From an optimization exercise on the open Yosys and OpenROAD flow, aimed at small area, a short achievable clock period and few clock cycles; shortcuts taken in it are not production practice. The RTL was checked by simulation tests, not by an equivalence proof against the original design. Power is estimated from default activity; no workload was simulated.

==> flow/design.v <==
module ALU(Zero,ALUresult,A,B,AluOp);
output			Zero;
output	reg	[31:0]	ALUresult; 
input  		[31:0]	A,B;
input 		[ 3:0]	AluOp;
assign Zero = (ALUresult==0);
always@(*)
	begin
		case (AluOp)
			4'b0000 : ALUresult = A&B;   	 	 
			4'b0001 : ALUresult = A|B;		 
			4'b0010 : ALUresult = A+B;			 
			4'b0110 : ALUresult = A-B;		 
			4'b0111 : ALUresult = ($signed(A)<$signed(B))?32'd1:32'd0;	 
			4'b1100 : ALUresult = (A^B);	 
			4'b1101 : ALUresult = A<<B[4:0]; 	 
			4'b1110 : ALUresult = A>>B[4:0];			 
			4'b1000 : ALUresult = $signed(A)>>>B[4:0];	 
			default : ALUresult = 0;
		endcase
	end
endmodule
module Add(Result,A,B);
	output  reg [31:0] Result;
	input 		[31:0] A,B;
always @(A,B)
begin
	Result=A+B;
end
endmodule
module Mux2(Out,I0,I1,Sel);  
output [31:0] Out;
input  [31:0] I0,I1;
input  Sel;
assign Out=(~Sel)?I0:I1;
endmodule
module Mux4(Out,I0,I1,I2,I3,Sel);  
	output reg [31:0] Out;
	input  [31:0] I0,I1,I2,I3;
	input  [ 1:0] Sel;
always@(I0,I1,I2,I3,Sel)
begin
	case(Sel)
		2'b00: Out=I0;
		2'b01: Out=I1;
		2'b10: Out=I2;
		2'b11: Out=I3;
		default: Out=I0;
	endcase  
end
endmodule
module Control(Opcode,funct3,ALUsrc,MemtoReg,RegWrite,MemRead,MemWrite,AddSel,Link,Branch1,Branch0,ALUOp,Lui);
output 	reg ALUsrc,RegWrite,MemWrite,MemtoReg,MemRead,AddSel,Link,Lui;
output wire  Branch1,Branch0;
output [1:0] ALUOp;
input  [6:0] Opcode;
input  [2:0] funct3;
reg ALUOp1,ALUOp0;
reg    [1:0] Branch;
assign {Branch1,Branch0}=Branch;
assign ALUOp= {ALUOp1,ALUOp0};
	always@(*)
	begin
		case(Opcode)
			7'b0110011: 	 
				begin
					ALUsrc 		= 1'b0;
					MemtoReg	= 1'b1;
					RegWrite	= 1'b1;
					MemRead		= 1'b0;
					MemWrite	= 1'b0;
					AddSel		= 1'b0;
					Link		= 1'b0;
					Lui  		= 1'b0;
					Branch		= 2'b00;
					ALUOp1		= 1'b1;
					ALUOp0		= 1'b0;
				end
			7'b0000011: 	 
				begin
					ALUsrc 		= 1'b1;
					MemtoReg	= 1'b0;
					RegWrite	= 1'b1;
					MemRead		= 1'b1;
					MemWrite	= 1'b0;
					AddSel		= 1'b0;
					Link		= 1'b0;
					Lui  		= 1'b0;
					Branch		= 2'b00;
					ALUOp1		= 1'b0;
					ALUOp0		= 1'b0;
				end
			7'b0010011: 	 
				begin
					ALUsrc 		= 1'b1;
					MemtoReg	= 1'b1;
					RegWrite	= 1'b1;
					MemRead		= 1'b0;
					MemWrite	= 1'b0;
					AddSel		= 1'b0;
					Link		= 1'b0;
					Lui  		= 1'b0;
					Branch		= 2'b00;
					ALUOp1		= 1'b1;
					ALUOp0		= 1'b1;
				end
			7'b1100111: 	 
				begin
					ALUsrc 		= 1'b1;
					MemtoReg	= 1'b1;
					RegWrite	= 1'b1;
					MemRead		= 1'b0;
					MemWrite	= 1'b0;
					AddSel		= 1'b1;
					Link		= 1'b1;
					Lui  		= 1'b0;
					Branch		= 2'b10;
					ALUOp1		= 1'b0;
					ALUOp0		= 1'b0;
				end
			7'b0100011: 	 
				begin
					ALUsrc 		= 1'b1;
					MemtoReg	= 1'b0;
					RegWrite	= 1'b0;
					MemRead		= 1'b0;
					MemWrite	= 1'b1;
					AddSel		= 1'b0;
					Link		= 1'b0;
					Lui  		= 1'b0;
					Branch		= 2'b00;
					ALUOp1		= 1'b0;
					ALUOp0		= 1'b0;
				end
			7'b1100011: 	 
				begin
					ALUsrc 		= 1'b0;
					MemtoReg	= 1'b0;
					RegWrite	= 1'b0;
					MemRead		= 1'b0;
					MemWrite	= 1'b0;
					AddSel		= 1'b0;
					Link		= 1'b0;
					Lui  		= 1'b0;
					Branch		= {1'b1,funct3[2]^funct3[0]};
					ALUOp1		= 1'b0;
					ALUOp0		= 1'b1;
				end
			7'b0110111: 	 
				begin
					ALUsrc 		= 1'b1;
					MemtoReg	= 1'b1;
					RegWrite	= 1'b1;
					MemRead		= 1'b0;
					MemWrite	= 1'b0;
					AddSel		= 1'b0;
					Link		= 1'b0;
					Lui  		= 1'b1;
					Branch		= 2'b00;
					ALUOp1		= 1'b0;   
					ALUOp0		= 1'b0;
				end
			7'b1101111: 	 
				begin
					ALUsrc 		= 1'b1;
					MemtoReg	= 1'b1;
					RegWrite	= 1'b1;
					MemRead		= 1'b0;
					MemWrite	= 1'b0;
					AddSel		= 1'b0;	 
					Link		= 1'b1;
					Lui  		= 1'b0;
					Branch		= 2'b10;
					ALUOp1		= 1'b0;
					ALUOp0		= 1'b1;
				end
			default:
					begin
						ALUsrc 		= 1'b0;
						MemtoReg	= 1'b0;
						RegWrite	= 1'b0;
						MemRead		= 1'b0;
						MemWrite	= 1'b0;
						AddSel		= 1'b1;
						Link		= 1'b0;
						Lui  		= 1'b0;
						Branch		= 2'b00;
						ALUOp1		= 1'b0;
						ALUOp0		= 1'b0;
					end
		endcase		
	end			
endmodule
module ALUControl(ALUCnt,AluOp,funct3,funct7);		 
output reg 	[3:0] ALUCnt;
input  		[2:0] funct3;
input		[6:0] funct7;
input  		[1:0] AluOp;
	always@(*)
		begin
		case(AluOp)
			2'b00 :  
				ALUCnt = 4'b0010;
			2'b01 : 
				begin	
					case(funct3)
						3'b000: ALUCnt=4'b0110;	 
						3'b001: ALUCnt=4'b0110;	 
						3'b100: ALUCnt=4'b0111;	 
						3'b101: ALUCnt=4'b0111;	 
						default: ALUCnt=4'b0010;  
					endcase
				end
			2'b10 :  
				begin
					case(funct3)
						3'b000 : 
								case (funct7)
								7'b0000000:	ALUCnt = 4'b0010;	 
								7'b0100000: ALUCnt = 4'b0110;	 
									default : ALUCnt = 4'b0000;
								endcase
						3'b001 : ALUCnt = 4'b1101;	 
						3'b100 : ALUCnt = 4'b1100;	 
						3'b101 : 
								case (funct7)
								7'b0000000:	ALUCnt = 4'b1110; 
								7'b0100000: ALUCnt = 4'b1000; 
									default : ALUCnt = 4'b0000;
								endcase 
						3'b110 : ALUCnt = 4'b0001;	 
						3'b111 : ALUCnt = 4'b0000;	 
						default: 
							ALUCnt = 4'b0000;
					endcase
				end
			2'b11:	 
				begin 
					case(funct3)
						3'b000 : ALUCnt = 4'b0010;	 
						3'b001 : ALUCnt = 4'b1101;	 
						3'b100 : ALUCnt = 4'b1100;	 
						3'b101 : 
								case (funct7)
								7'b0000000:	ALUCnt = 4'b1110; 
								7'b0100000: ALUCnt = 4'b1000; 
									default : ALUCnt = 4'b0000;
								endcase 
						3'b110 : ALUCnt = 4'b0001;	 
						3'b111 : ALUCnt = 4'b0000;	 
						default: 
							ALUCnt = 4'b0000;
					endcase
				end
			endcase
		end
endmodule
module ImGen(Out,Instruction);
output reg  [31:0] Out;
input  		[31:0] Instruction;
wire [6:0] Opcode;
wire [31:0] Ins;
assign Opcode = Instruction[6:0];	 
assign Ins = Instruction;
	always@(*)
		begin
			case(Opcode)
				7'b0000011,7'b0010011,7'b1100111 : Out = {{20{Ins[31]}},Ins[31:20]};
				7'b0100011	: Out = {{20{Ins[31]}},Ins[31:25],Ins[11:7]};
				7'b1100011  : Out = {{20{Ins[31]}},Ins[31],Ins[7],Ins[30:25],Ins[11:8]};
				7'b1101111  : Out = {{12{Ins[31]}},Ins[31],Ins[19:12],Ins[20],Ins[30:21]};
				7'b0110111	: Out = {Ins[31:12],12'h000};
				default:	  Out= 32'h0000;
			endcase  
		end
endmodule
module RegisterFile(data1,data2,read1,read2,writeReg,writeData,Clk,Rst,regWen);
	output      [31:0] data1,data2;
	input 		[31:0] writeData;
	input      	[ 4:0] read1,read2,writeReg;
	input 	    	  Clk,regWen,Rst;
	reg       	 [31:0] registerbank [1:31];	 
	always @(posedge Clk) 					 
	begin
		if(regWen && writeReg!=5'd0)
			registerbank[writeReg] <= writeData;
	end
	assign data1 = (read1==5'd0) ? 32'd0 : (regWen && writeReg==read1) ? writeData : registerbank[read1];	 
	assign data2 = (read2==5'd0) ? 32'd0 : (regWen && writeReg==read2) ? writeData : registerbank[read2];	 
endmodule
module Pops(Clk,Rst,imem_addr,imem_rdata,dmem_addr,dmem_wdata,dmem_we,dmem_rdata);
	input Clk,Rst;
	output [31:0] imem_addr;	 
	input  [31:0] imem_rdata;	 
	output [31:0] dmem_addr;	 
	output [31:0] dmem_wdata;	 
	output        dmem_we;		 
	input  [31:0] dmem_rdata;	 
	wire PCSrc;
	wire [31:0] PCin,PC,PC_4;
	wire [31:0] AddressIn,Instruction;
	reg  [31:0] PCreg;
	wire ALUsrc,MemRead,MemWrite,MemtoReg,RegWrite,AddSel,Link,Branch1,Branch0,Lui;
	wire regWen_WB;
	wire [1:0] ALUOp;
	wire [2:0] funct3_ID;
	wire [4:0] Rs1_ID,Rs2_ID,rd_WB,Rd;
	wire [6:0] Opcode;
	wire [11:0] ControlWire1;
	wire [31:0] data1,data2,writeData_WB,Instruction_ID,Immediate_ID;
	wire Zero,Lui_Ex,ALUsrc_Ex,RegWrite_EX,Branch1_Ex;
	wire [1:0] AluOp_Ex;
	wire [2:0] funct3;
	wire [3:0] ALUCnt;
	wire [4:0] Rd_EX;
	wire [6:0] funct7;
	wire [8:0] ControlWire2;
	wire [31:0] ALUresult,A,B,A0,B0,A1,B1;
	wire [31:0] Imm32,BrAdd,PC_EX,data1_Ex,data2_Ex;
	wire zero_MEM,AddSel_MEM,Link_MEM,Branch_MEM_1,Branch_MEM_0,memWrite_MEM,memRead_MEM,RegWrite_MEM;
	wire [ 1:0] ControlWire3;
 	wire [ 4:0] Rd_MEM;
	wire [31:0] OffsetAddress,BranchOffset,ALUAddress,ReadData,WriteData_MEM,writeBack_MEM,PCLink;
	wire RegWrite_WB,MemtoReg_WB;
	wire [31:0] readData_WB,writeBack_WB;
	wire memRead_EX;
	wire [ 4:0] Rs1_ID_EX,Rs2_ID_EX,Rd_EX_MEM,Rd_MEM_WB;
	reg stallIF,stallID,NOP;
	reg [1:0] InA,InB;
	reg flushIF,flushID,flushEX;
	reg [ 95:0] IF_ID_pipereg;
	reg [196:0] ID_EX_pipereg;
	reg [141:0] EX_MEM_pipereg;
	reg [ 70:0] MEM_WB_pipereg;
always@(posedge Clk or negedge Rst)
begin
		if(~Rst)
			PCreg   <= 32'd0;
		else if(PCSrc==1'b1)                    
			PCreg	<= PCin ;
		else if(stallIF==1'b0)                  
			PCreg	<= PCin ;				   
		else
			PCreg	<= PCreg;				 
	end
assign PC=PCreg;
assign PCSrc = (((zero_MEM^Branch_MEM_0)||Link_MEM) && Branch_MEM_1) ;
	Add 	PCAddressIncrement(PC_4,PC,32'd4);		              
	assign imem_addr   = PC;			 
	assign Instruction = imem_rdata;
	Mux2 	PCAddressSel(PCin,PC_4,OffsetAddress,PCSrc);       
	always@(posedge Clk or negedge Rst)
	begin 
		if(~Rst)
			IF_ID_pipereg <= 96'd0;
		else if(flushIF==1'b1)				    
		 		IF_ID_pipereg 	 <= 96'd0;
		else if(stallID==1'b0)					         
		 begin
			IF_ID_pipereg[31: 0] <= Instruction;	   
			IF_ID_pipereg[63:32] <= PC;				  
			IF_ID_pipereg[95:64] <= PC_4;			 
		 end
	 	else								       
	 		IF_ID_pipereg		 <= IF_ID_pipereg;
	end
assign Instruction_ID 	= IF_ID_pipereg[31:0]; 	    
assign Opcode 			= IF_ID_pipereg[6:0];      
assign funct3_ID 		= IF_ID_pipereg[14:12];
assign Rs2_ID	  		= IF_ID_pipereg[24:20];   
assign Rs1_ID	  		= IF_ID_pipereg[19:15];	 
assign Rd 				= IF_ID_pipereg[11: 7]; 
assign ControlWire1= (NOP || flushID)?12'b000000000000:{Branch1,Lui,ALUOp,ALUsrc,AddSel,Link,Branch0,MemWrite,MemRead,RegWrite,MemtoReg};
	Control ControlDecoder(Opcode,funct3_ID,ALUsrc,MemtoReg,RegWrite,MemRead,MemWrite,AddSel,Link,Branch1,Branch0,ALUOp,Lui);
	RegisterFile GPR(data1,data2,Rs1_ID,Rs2_ID,rd_WB,writeData_WB,Clk,Rst,RegWrite_WB);
	ImGen	ImmediateGen(Immediate_ID,Instruction_ID);
always @(posedge Clk or negedge Rst)
 begin
 	if(~Rst)
 		ID_EX_pipereg <= 197'd0;
 	else
 	begin
		ID_EX_pipereg[ 31: 0 ] <= IF_ID_pipereg[63:32]; 	   
		ID_EX_pipereg[ 63:32 ] <= data1 ;	  			      
		ID_EX_pipereg[ 95:64 ] <= data2 ;				  	 
		ID_EX_pipereg[127:96 ] <= Immediate_ID ;		    
		ID_EX_pipereg[159:128] <= IF_ID_pipereg[95:64];	   
		ID_EX_pipereg[164:160] <= Rd ;					  
		ID_EX_pipereg[176:165] <= ControlWire1 ; 	 	 
		ID_EX_pipereg[186:177] <= {Instruction_ID[14:12],Instruction_ID[31:25]} ; 
		ID_EX_pipereg[196:187] <= {Rs1_ID,Rs2_ID};     
 	end
 end
assign Imm32=ID_EX_pipereg[127:96];
assign PC_EX=ID_EX_pipereg[ 31: 0];
assign data1_Ex = ID_EX_pipereg[ 63:32 ];
assign data2_Ex = ID_EX_pipereg[ 95:64 ];
assign ALUsrc_Ex 	=ID_EX_pipereg[172];
assign AluOp_Ex	 	=ID_EX_pipereg[174:173];
assign Lui_Ex	 	=ID_EX_pipereg[175];
assign Branch1_Ex    =ID_EX_pipereg[176];
assign RegWrite_EX 	=ID_EX_pipereg[166];
assign Rd_EX    	=ID_EX_pipereg[164:160];
assign funct3=ID_EX_pipereg[186:184];
assign funct7=ID_EX_pipereg[183:177];
assign ControlWire2= (flushEX)?9'b000000000:{Branch1_Ex,Zero,ID_EX_pipereg[171:165]};
	Add AddressAdder(BrAdd,PC_EX,{Imm32[30:0],1'b0}); 
	Mux4 BusA1(A1,data1_Ex,ALUAddress,writeData_WB,32'd0,InA);  
	Mux4 BusB1(B1,data2_Ex,ALUAddress,writeData_WB,32'd0,InB); 
	Mux2 BusA0(A,A1,32'd0,Lui_Ex); 		  
	Mux2 BusB0(B,B1,Imm32,ALUsrc_Ex);    
	ALU  ALUUnit(Zero,ALUresult,A,B,ALUCnt);			  
	ALUControl ALUCtrl(ALUCnt,AluOp_Ex,funct3,funct7);	 
always@(posedge Clk or negedge Rst)
begin
	if(~Rst)
		EX_MEM_pipereg <=142'd0;
	else
		begin
		EX_MEM_pipereg [ 31: 0 ] <= ALUresult;					   
		EX_MEM_pipereg [ 63: 32] <= BrAdd;						  
		EX_MEM_pipereg [ 95: 64] <= B1;							 
		EX_MEM_pipereg [127: 96] <= ID_EX_pipereg[159:128];	    
		EX_MEM_pipereg [132:128] <= Rd_EX;					   
		EX_MEM_pipereg [141:133] <= ControlWire2;			  
	end
end
assign ControlWire3 = EX_MEM_pipereg[134:133];
assign BranchOffset	= EX_MEM_pipereg [63:32];	  
assign ALUAddress  	= EX_MEM_pipereg [31: 0];	 
assign WriteData_MEM= EX_MEM_pipereg [95:64];   
assign PCLink =EX_MEM_pipereg [127: 96];
assign Rd_MEM =EX_MEM_pipereg [132:128];
assign Branch_MEM_1 = EX_MEM_pipereg[141];
assign zero_MEM  	= EX_MEM_pipereg[140];	 
assign AddSel_MEM  	= EX_MEM_pipereg[139];
assign Link_MEM		= EX_MEM_pipereg[138];    
assign Branch_MEM_0	= EX_MEM_pipereg[137];	 
assign memWrite_MEM = EX_MEM_pipereg[136];
assign memRead_MEM  = EX_MEM_pipereg[135];
assign RegWrite_MEM = EX_MEM_pipereg[134];
	Mux2 AddressSel(OffsetAddress,BranchOffset,ALUAddress,AddSel_MEM);  
	Mux2 LinkSel(writeBack_MEM,ALUAddress,PCLink,Link_MEM); 		   
	assign dmem_addr  = ALUAddress;		 
	assign dmem_wdata = WriteData_MEM;
	assign dmem_we    = memWrite_MEM;
	assign ReadData   = dmem_rdata;
always @(posedge Clk or negedge Rst) 
begin
	if(~Rst) 
	MEM_WB_pipereg <= 70'd0;
	else
	 begin
	 	MEM_WB_pipereg[31:0 ] <= ReadData;  
	 	MEM_WB_pipereg[63:32] <= writeBack_MEM;  
	 	MEM_WB_pipereg[68:64] <= Rd_MEM;  
	 	MEM_WB_pipereg[70:69] <= ControlWire3;  
	end
end
assign RegWrite_WB  = MEM_WB_pipereg[70];
assign MemtoReg_WB  = MEM_WB_pipereg[69];
assign readData_WB  = MEM_WB_pipereg[31: 0];
assign writeBack_WB = MEM_WB_pipereg[63:32];
assign rd_WB 		= MEM_WB_pipereg[68:64];
 	Mux2 WriteBackSel(writeData_WB,readData_WB,writeBack_WB,MemtoReg_WB); 
assign memRead_EX= ID_EX_pipereg[167];
always@(*)				 
	begin
		if(memRead_EX && ((Rd_EX == Rs1_ID) || (Rd_EX == Rs2_ID)))
			begin
				stallIF=1'b1;
				stallID=1'b1;
				NOP=1'b1;
			end
		else
			begin
				stallIF=1'b0;
				stallID=1'b0;
				NOP=1'b0;
			end
	end
always@(*)				 
	begin
		if(PCSrc)	 
			begin
				flushIF=1'b1;
				flushID=1'b1;
				flushEX=1'b1;
			end
		else
			begin
				flushIF=1'b0;
				flushID=1'b0;
				flushEX=1'b0;
			end
	end
assign Rs1_ID_EX = ID_EX_pipereg  [196:192];
assign Rs2_ID_EX = ID_EX_pipereg  [191:187];
assign Rd_EX_MEM = EX_MEM_pipereg [132:128];
assign Rd_MEM_WB = MEM_WB_pipereg [ 68:64];
always@(*)			 
	begin
		if(RegWrite_MEM  && Rd_EX_MEM !=5'd0 && Rd_EX_MEM == Rs1_ID_EX)  
			InA=2'b01;
		else if(RegWrite_WB   && Rd_MEM_WB !=5'd0 && Rd_MEM_WB == Rs1_ID_EX)  
			InA=2'b10;
		else 
			InA=2'b00;
		if(RegWrite_MEM  && Rd_EX_MEM !=5'd0 && Rd_EX_MEM == Rs2_ID_EX)  
			InB=2'b01;
		else if(RegWrite_WB   && Rd_MEM_WB !=5'd0 && Rd_MEM_WB == Rs2_ID_EX)  
			InB=2'b10;
		else 
			InB=2'b00;
	end	
endmodule
==> flow/run.sh <==
#!/bin/bash
# synth_recipe.tcl (not shown) runs the flow's synth.tcl, then flattens the netlist and writes it again
# the make line also repeats each setting of config.mk as NAME=value (left out here)
make -C /OpenROAD-flow-scripts/flow DESIGN_CONFIG=/design/flow/config.mk WORK_HOME=/design/flow/orfs CLKGATE_MAP_FILE= SYNTH_SCRIPT=/design/flow/synth_recipe.tcl finish
==> flow/config.mk <==
export PLATFORM = sky130hd
export DESIGN_NAME = Pops
export DESIGN_NICKNAME = Pops
export VERILOG_FILES = /design/flow/design.v
export SDC_FILE = /design/flow/constraint.sdc
export NUM_CORES = 4
export LEC_CHECK = 0
export CAP_MARGIN = 20
export CORE_MARGIN = 2
export CORE_UTILIZATION = 40
export PLACE_DENSITY = 0.6
export SLEW_MARGIN = 20
==> flow/constraint.sdc <==
create_clock -name core_clock -period 7.5 [get_ports {Clk}]
set_input_delay 1.5000 -clock core_clock [delete_from_list [all_inputs] [get_ports {Clk}]]
set_output_delay 1.5000 -clock core_clock [all_outputs]
set_load 0.01 [all_outputs]
==> impl_metrics.py <==
metrics = {
    "outcome": {
        "status": "timing/DRC/antenna clean",
    },
    "setup_path": {
        "r2r-end": "EX_MEM_pipereg[140]",
        "crit_end": "EX_MEM_pipereg[140]",
        "cpMostUsedCell": "buf_4",
        "endpoint_kind": "flip-flop",
        "critPathMaxStageDelay_ns": 0.74,
        "cp_slowest_cell": "dfrtp_1",
        "worstPathCellList": "xnor2_1, and4_2, buf_4, a21oi_1, o32ai_1, ha_1, o21a_1, o31ai_1, buf_4, nand3_1, a41oi_1, o31ai_1, a221oi_1, nor2_1, o32ai_1, xnor2_1, a221o_1, or4_1, nor4_1, buf_4, nand2_1, nor4_2",
        "arrival_ns": 7.93,
        "ff2ff_path_depth": 22,
        "critPathRequiredTime_ns": 8.22,
        "crit_path_start_kind": "flip-flop",
        "startpoint": "MEM_WB_pipereg[64]",
        "crit_path_max_fanout": 28,
        "r2r-start": "MEM_WB_pipereg[64]",
        "worstSetupPathType": "reg -> reg",
        "reg2reg_slack_ns": 0.29,
    },
    "final_layout": {
        "nFillCells": 16930,
        "seq_area_um2": 43140,
        "most-common-layout-cells": "edfxtp_1, dfrtp_1, mux4_2",
        "nNetsFinal": 6072,
        "drive_gt1_frac": 0.1803,
        "syn2layout_area_growth_pct": 13.31,
        "final_common_cell": "edfxtp_1",
        "instances_no_fill": 8535,
        "multi_input_area_um2": 31840,
    },
    "die": {
        "die-width_um": 443.7,
        "die_area_um2": 196900,
        "num_rows": 161,
        "pin_count": 163,
        "core_um2": 192400,
        "die_h_um": 443.7,
        "start_util": 0.4020,
    },
    "drt": {
        "vias": 55270,
        "dr.pass1.iters": 6,
        "viasPerCell": 6.476,
        "first_iter_violations": 7260,
        "ant_nets": 0,
        "route.detailed.drc": 0,
        "wirelength_um": 297300,
        "wl_per_cell_um": 34.84,
    },
    "clock_network": {
        "numCtsBuffers": 163,
        "cts_sinks": 1524,
        "cts_tree": "done",
        "hold_buffers": 0,
        "clk_latency_ns": 0.84,
        "clk_path_buf_depth": 3,
        "htreeDepth": 4,
        "cts-root-buf": "clkbuf_16",
        "clkTransAtPathRegs_ns": 0.07,
    },
    "yosys": {
        "synth_edf_count": 992,
        "synth.area.top_cells": "edfxtp_1, dfrtp_1, mux4_2, mux2i_1, a211oi_1",
        "synth_top_area_frac": 0.3852,
        "syn-cell-area_um2": 77340,
        "syn_inst": 5839,
        "async_flop_share": 0.3491,
        "ys_ff_latch": 1524,
        "ys_seq_area_frac": 0.5573,
        "synth_flop_cell": "edfxtp_1",
        "synthDistinctLibCells": 104,
        "yosysTopAreaCell": "edfxtp_1",
        "avgSynthCellArea_um2": 13.25,
        "yosysWarningCount": 8,
        "syn_nets": 6036,
    },
    "worst_hold_path": {
        "hp-start": "ID_EX_pipereg[155]",
        "hold_class": "reg -> reg",
    },
    "sta": {
        "rsz0062_at_grt": "false",
        "tns_ns": 0,
        "skew_ns": 0.05985,
        "fin_crit_sh": 0.9610,
        "hold_violations": 0,
        "final.setup.worst_slack_ns": 0.2922,
        "finalSetupViolations": 0,
        "max_freq_mhz": 138.7,
        "fin_crit_ns": 7.208,
        "maxSlewViolCount": 0,
        "tightest_slew_ns": 1.182,
        "slew_headroom": 0.2051,
    },
    "placed_design": {
        "pre_cts_slack_ns": 0.4337,
        "port_buffers": 162,
        "dp.cells": 8231,
        "gp_congestion": 0.9884,
        "hpwl_um": 194600,
    },
    "global_routing": {
        "grt_pass1_wl_um": 414500,
        "antenna_found_initial": 14,
        "grtUsageTotal": 0.2967,
        "grt_pass1_vias": 53570,
        "grt.overflow.total": 0,
        "grt_max_degree": 183,
    },
    "job": {
        "max_cap_viol_count": 0,
    },
    "pwr": {
        "p_leak_nw": 32.04,
        "irDropWorstVdd_v": 0.0002220,
        "p_per_area_nw_per_um2": 258.0,
    },
}
[registers in the layout, summed over array words and instances (netlist names)]
| signal | cells |
|---|---|
| GPR.registerbank | 992 |
| ID_EX_pipereg | 195 |
| EX_MEM_pipereg | 140 |
| IF_ID_pipereg | 94 |
| MEM_WB_pipereg | 71 |
| PCreg | 32 |
[logic make-up (layout without fill, tap and decap cells)]
kind of cell             Yosys count  after routing  synth area share
AND/OR/NAND/NOR                 1138           1139           0.06615
buffers and inverters            656            821           0.03698
multiplexers                     850            850            0.1801
XOR/XNOR                         144            144           0.01631
flip-flops                      1524           1524            0.5573
adder cells (fa/ha/maj)          131            131           0.02148
other                              0              4                 0
AO/OA/AOI/OAI                   1396           1396            0.1216
[worst max-delay path: cells and delay by family, from the launching register on]
kind | cells | cell delay [ns]
adders and majority gates | 1 | 0.46
DFF | 1 | 0.74
xor gates and xnor gates | 2 | 0.33
and+or+nand+nor | 7 | 2.12
AOI/OAI and AO/OA | 9 | 2.76
buffers and inverters | 3 | 0.74
[worst min path at each step]
stage	slack (ns)	end	cells after the start
final	0.34	EX_MEM_pipereg[123]	0
after global routing	0.35	EX_MEM_pipereg[100]	0
after CTS	0.34	ID_EX_pipereg[2]	0
after detailed placement	0.34	EX_MEM_pipereg[100]	0
after global placement	0.33	EX_MEM_pipereg[103]	0
after floorplan	0.33	EX_MEM_pipereg[100]	0
[metrics by stage]
| stage | power [mW] | area [µm²] | util | hold slack [ns] |
|---|---|---|---|---|
| after floorplan | 12.25 | 77340 | - | 0.3312 |
| after global placement | 14.29 | 81980 | 0.4261 | 0.3334 |
| after detailed placement | 14.27 | 82000 | 0.4263 | 0.3355 |
| after CTS | 22.57 | 87520 | 0.4549 | 0.3402 |
| after global routing | 23.21 | 87620 | 0.4555 | 0.3508 |
| final | 22.61 | 87630 | 0.4555 | 0.3442 |
[routing by layer]
layer  vias up  track usage  part of all wire
met4         8       0.1521             0.059
met1     28620       0.3960              0.39
li1      22720            -                 -
met5         -            0           0.00015
met2      3194       0.4620              0.46
met3       727      0.05773             0.093
[power by group]
| part | total (mW) | internal (mW) | switching, mW |
|---|---|---|---|
| sequential | 10.2 | 9.42 | 0.799 |
| combinational | 4.05 | 1.49 | 2.56 |
| clock | 8.34 | 4.80 | 3.54 |
[cells in the mapped netlist, drive strengths merged (21+ instances only)]
cell and number:
edfxtp 992, dfrtp 532, mux4 428, nor2 390, nand2 368, mux2i 367
a21oi 354, clkbuf 295, a211oi 261, o21ai 220, buf 211, inv 149
ha 128, o22ai 116, nor3 98, xnor2 94, nand3 85, a21o 57
mux2 55, o221ai 52, xor2 50, o31ai 33, a221oi 28, o211ai 28
nand2b 24, nor2b 24, or3 23, or2 22, nor4 21
[area by class of cell]
| type | count | share of cell area |
|---|---|---|
| Multi-Input combinational cell | 3660 | 0.3634 |
| Clock buffer | 214 | 0.05114 |
| Timing Repair Buffer | 376 | 0.03869 |
| Sequential cell | 1524 | 0.4923 |
| Tap cell | 2526 | 0.03607 |
| Clock inverter | 81 | 0.01184 |
| Inverter | 150 | 0.006539 |
| Antenna cell | 4 | 0.0001142 |
[what timing repair did]
action                     4_1_cts  5_1_grt
setup endpoints to repair        0        1
setup buffers                    0        3
resized for setup                0        2
Testbench counts, summed over its fixed seeds: cycles 54,496.

[re-timing with driven ports]
The results above use ideal ports. As a check the final layout listed here was re-extracted and re-timed, cells and wires unchanged.
Step 1: set_driving_cell puts a clkbuf_16 on Clk and a buf_2 on each other input, an assumption about the parent block.
Step 2 adds t to the input delays and takes it off the output delays; t is the mean of the earliest and latest rising clock arrival at the registers after step 1. Input paths then give back, and output paths get back, about the clock's delay inside the block.
Three values: no drivers, after step 1, after step 2; two values: the first two.
t, ns: 0.903
setup WS [ns]: 0.292 / 0.292 / 0.292
hold WS [ns]: 0.344 / 0.344 / 0.344
clock arrival spread, ns: 0.061 / 0.060
After both steps setup and hold are still met in this run. For this run, drivers alone change the setup slack by 0.000 ns; drivers and shift together by 0.000 ns.
